Background: an optimization exercise with open tools, aiming at small area. Do not read the settings as production practice. Function was checked by simulation only, so behaviour that the tests miss may differ from the original.

==> v1: inputs <==
## fft_1
module fft_1(reset, x_re0, x_re1, x_im0, x_im1, y_re0, y_re1, y_im0, y_im1, x_re2, x_re3, x_re4, x_re5, x_re6, x_re7, x_im2, x_im3, x_im4, x_im5, x_im6, x_im7, y_re2, y_re3, y_re4, y_re5, y_re6, y_re7,  y_im2, y_im3, y_im4, y_im5, y_im6, y_im7, clk);
export LEC_CHECK = 0
export CAP_MARGIN = 0
export CORE_MARGIN = 2
export CORE_UTILIZATION = 60
export CTS_BUF_LIST = sky130_fd_sc_hd__clkbuf_4
export CTS_CLUSTER_DIAMETER = 50
export CTS_CLUSTER_SIZE = 10
export PLACE_DENSITY = 0.7
export SLEW_MARGIN = 0
export SYNTH_HIERARCHICAL = 1
create_clock -name core_clock -period 25.0 [get_ports {clk}]
standard.sh (not shown) runs the stock make flow with config.mk's settings and CLKGATE_MAP_FILE= SYNTH_SCRIPT=/design/flow/synth_recipe.tcl, a recipe that flattens the netlist after the stock synthesis.
==> flow/flow/run.sh <==
#!/bin/bash
# Standard ORFS layout with two changes:
#  - the port buffers are the smallest buffer (buffer_ports otherwise picks
#    clkdlybuf4s50_1, a delay cell);
#  - clock tree synthesis adds no dummy loads at the clock tree leaves.
set -euo pipefail
export BUFFER_PORTS_ARGS="-buffer_cell sky130_fd_sc_hd__buf_1"
export CTS_ARGS="-sink_clustering_enable -repair_clock_nets -sink_clustering_size 10 -sink_clustering_max_diameter 50 -buf_list sky130_fd_sc_hd__clkbuf_4 -dont_use_dummy_load"
bash standard.sh > standard.log 2>&1
==> inputs of v10, as changes to v1 <==
==> flow/flow/run.sh (replaced) <==
#!/bin/bash
# Standard ORFS layout, with the port buffers made of the smallest buffer
# (buffer_ports otherwise picks clkdlybuf4s50_1, a delay cell).
set -euo pipefail
export BUFFER_PORTS_ARGS="-buffer_cell sky130_fd_sc_hd__buf_1"
bash standard.sh > standard.log 2>&1
==> results.txt <==
gr usage total 35.6%; met2 wire len 48.3 mm; Final Non-Filler Cells 3452; multi-input combinational area share 65.7%; status timing/DRC/antenna clean; Layout Utilization 67.0%; vias in the first global route 21700
The numbers above come from v10.

==> results.txt <==
status timing/DRC/antenna clean; vias in the first global route 21700; Layout Utilization 66.6%; met2 wire len 48.3 mm; Final Non-Filler Cells 3429; multi-input combinational area share 66.1%; gr usage total 35.5%
The numbers above come from v1.


========
==> violet <==
Another version of the RTL of fft_1 (not shown whole).
Settings: LEC_CHECK=0, CAP_MARGIN=20, CORE_MARGIN=2, CORE_UTILIZATION=45, PLACE_DENSITY=0.6, SLEW_MARGIN=20, SYNTH_HIERARCHICAL=1; clock period 25.0 ns.
==> flow/flow/run.sh <==
#!/bin/bash
# Standard ORFS layout, with the port buffers made of the smallest buffer
# (buffer_ports otherwise picks clkdlybuf4s50_1, a delay cell).
set -euo pipefail
export BUFFER_PORTS_ARGS="-buffer_cell sky130_fd_sc_hd__buf_1"
bash standard.sh > standard.log 2>&1
==> inputs of delta, as changes to violet <==
==> flow/run.sh (new file) <==
#!/bin/bash
# synth_recipe.tcl (not shown) runs the flow's synth.tcl, then flattens the netlist and writes it again
# the make line also repeats each setting of config.mk as NAME=value (left out here)
make -C /OpenROAD-flow-scripts/flow DESIGN_CONFIG=/design/flow/config.mk WORK_HOME=/design/flow/orfs CLKGATE_MAP_FILE= SYNTH_SCRIPT=/design/flow/synth_recipe.tcl finish
removed: flow/flow/run.sh
removed: flow/standard.sh
==> comparison <==
delta passed the timing, design-rule and antenna checks. violet finished clean.
Clock-buffer cell count: delta is lower than violet (5).
In violet the first-iteration DRC count is larger than in delta, by 21%.
Between violet and delta, the lower sequential share of layout area is in delta (gap 1.5 points).
In sequential cell count, violet and delta do not differ.
Against delta, the utilization of violet is lower by 4.2 points.
Critical path depth is the same in violet and delta.
Cell count is about the same in violet and delta.

========
==> inputs of 08-11 <==
fft_1, a different RTL version from the one above (not shown whole).
==> flow/config.mk <==
export PLATFORM = sky130hd
export DESIGN_NAME = fft_1
export DESIGN_NICKNAME = fft_1
export VERILOG_FILES = /design/flow/design.v
export SDC_FILE = /design/flow/constraint.sdc
export NUM_CORES = 4
export LEC_CHECK = 0
export CAP_MARGIN = 0
export CORE_MARGIN = 2
export CORE_UTILIZATION = 60
export CTS_BUF_LIST = sky130_fd_sc_hd__clkbuf_4
export CTS_CLUSTER_DIAMETER = 50
export CTS_CLUSTER_SIZE = 10
export PLACE_DENSITY = 0.7
export SLEW_MARGIN = 0
export SYNTH_HIERARCHICAL = 1
==> flow/constraint.sdc <==
create_clock -name core_clock -period 25.0 [get_ports {clk}]
set_input_delay 5.0000 -clock core_clock [delete_from_list [all_inputs] [get_ports {clk}]]
set_output_delay 5.0000 -clock core_clock [all_outputs]
set_load 0.01 [all_outputs]
==> flow/flow/run.sh <==
#!/bin/bash
# Standard ORFS layout with two changes:
#  - the port buffers are the smallest buffer (buffer_ports otherwise picks
#    clkdlybuf4s50_1, a delay cell);
#  - clock tree synthesis adds no dummy loads at the clock tree leaves.
set -euo pipefail
export BUFFER_PORTS_ARGS="-buffer_cell sky130_fd_sc_hd__buf_1"
export CTS_ARGS="-sink_clustering_enable -repair_clock_nets -sink_clustering_size 10 -sink_clustering_max_diameter 50 -buf_list sky130_fd_sc_hd__clkbuf_4 -dont_use_dummy_load"
bash standard.sh > standard.log 2>&1
==> inputs of 11-28, as changes to 08-11 <==
- PLACE_DENSITY: 0.7 -> 0.8
==> flow_summary.yaml <==
routing:
  drt_first_iter_violations: 1275
finish:
  final_layout_size_suffix_gt1_frac: 0.0221
  layout-area-overhead-vs-synth_pct: 9.58
timing:
  finalCriticalPeriod_ps: 19860
global_route:
  via_count_of_the_first_global_routing_pass: 21782
setup_path:
  arrival_ps: 14860
status:
  outcome: "finished clean"
the above is filed under 11-28

==> flow_summary.yaml <==
status:
  outcome: "finished clean"
finish:
  clk_tree_area_frac: 0.00756
  post_layout_nonfiller_instances: 3424
  layout-area-overhead-vs-synth_pct: 9.64
  final_layout_size_suffix_gt1_frac: 0.0232
timing:
  finalCriticalPeriod_ps: 19760
setup_path:
  slowest_stage: "xor2_1"
clock_network:
  postCtsResizedCells: 0
  number_of_buffers_created_by_cts: 37
global_route:
  met1_usage: 0.455
placement:
  pre_cts_ws_ps: 5870
die:
  core_um2: 55200
synth:
  synth_adder_area_share: 0.656
  synth.top_cells.by_area: "fa_1 (65%), edfxtp_1 (22%), inv_1 (5.1%)"
routing:
  drt_first_iter_violations: 1241
the above is filed under 08-11

==> re-timing with driven ports <==
No port has a modelled driver above. Below, the same layouts with a new extraction and two added sets of constraints.
Step 1: set_driving_cell puts a clkbuf_16 on clk and a buf_2 on each other input, an assumption about the parent block.
Step 2 also shifts input and output timing later by t, the mid clock arrival at the registers, as if the neighbouring blocks saw the same clock.
Slacks: ideal / step 1 / step 2; pairs: ideal / step 1.
run	shift t [ns]	setup WS [ns]	worst setup path after step 2	slew at the worst register clock pin (ns)	worst slew at a driven data input, ns
v1	0.773	5.145 / 5.091 / 5.864	register to output	0.12 / 0.12	0.13
v10	0.809	5.085 / 5.031 / 5.840	register to output	0.12 / 0.12	0.15
violet	0.627	0.827 / 0.756 / 1.383	register to output	0.06 / 0.06	0.09
delta	0.635	0.665 / 0.597 / 1.233	register to output	0.08 / 0.08	0.16
08-11	0.696	5.244 / 5.192 / 5.887	register to output	0.12 / 0.12	0.12
11-28	0.756	5.143 / 5.089 / 5.845	register to output	0.11 / 0.11	0.10
After both steps every run listed still meets setup and hold.
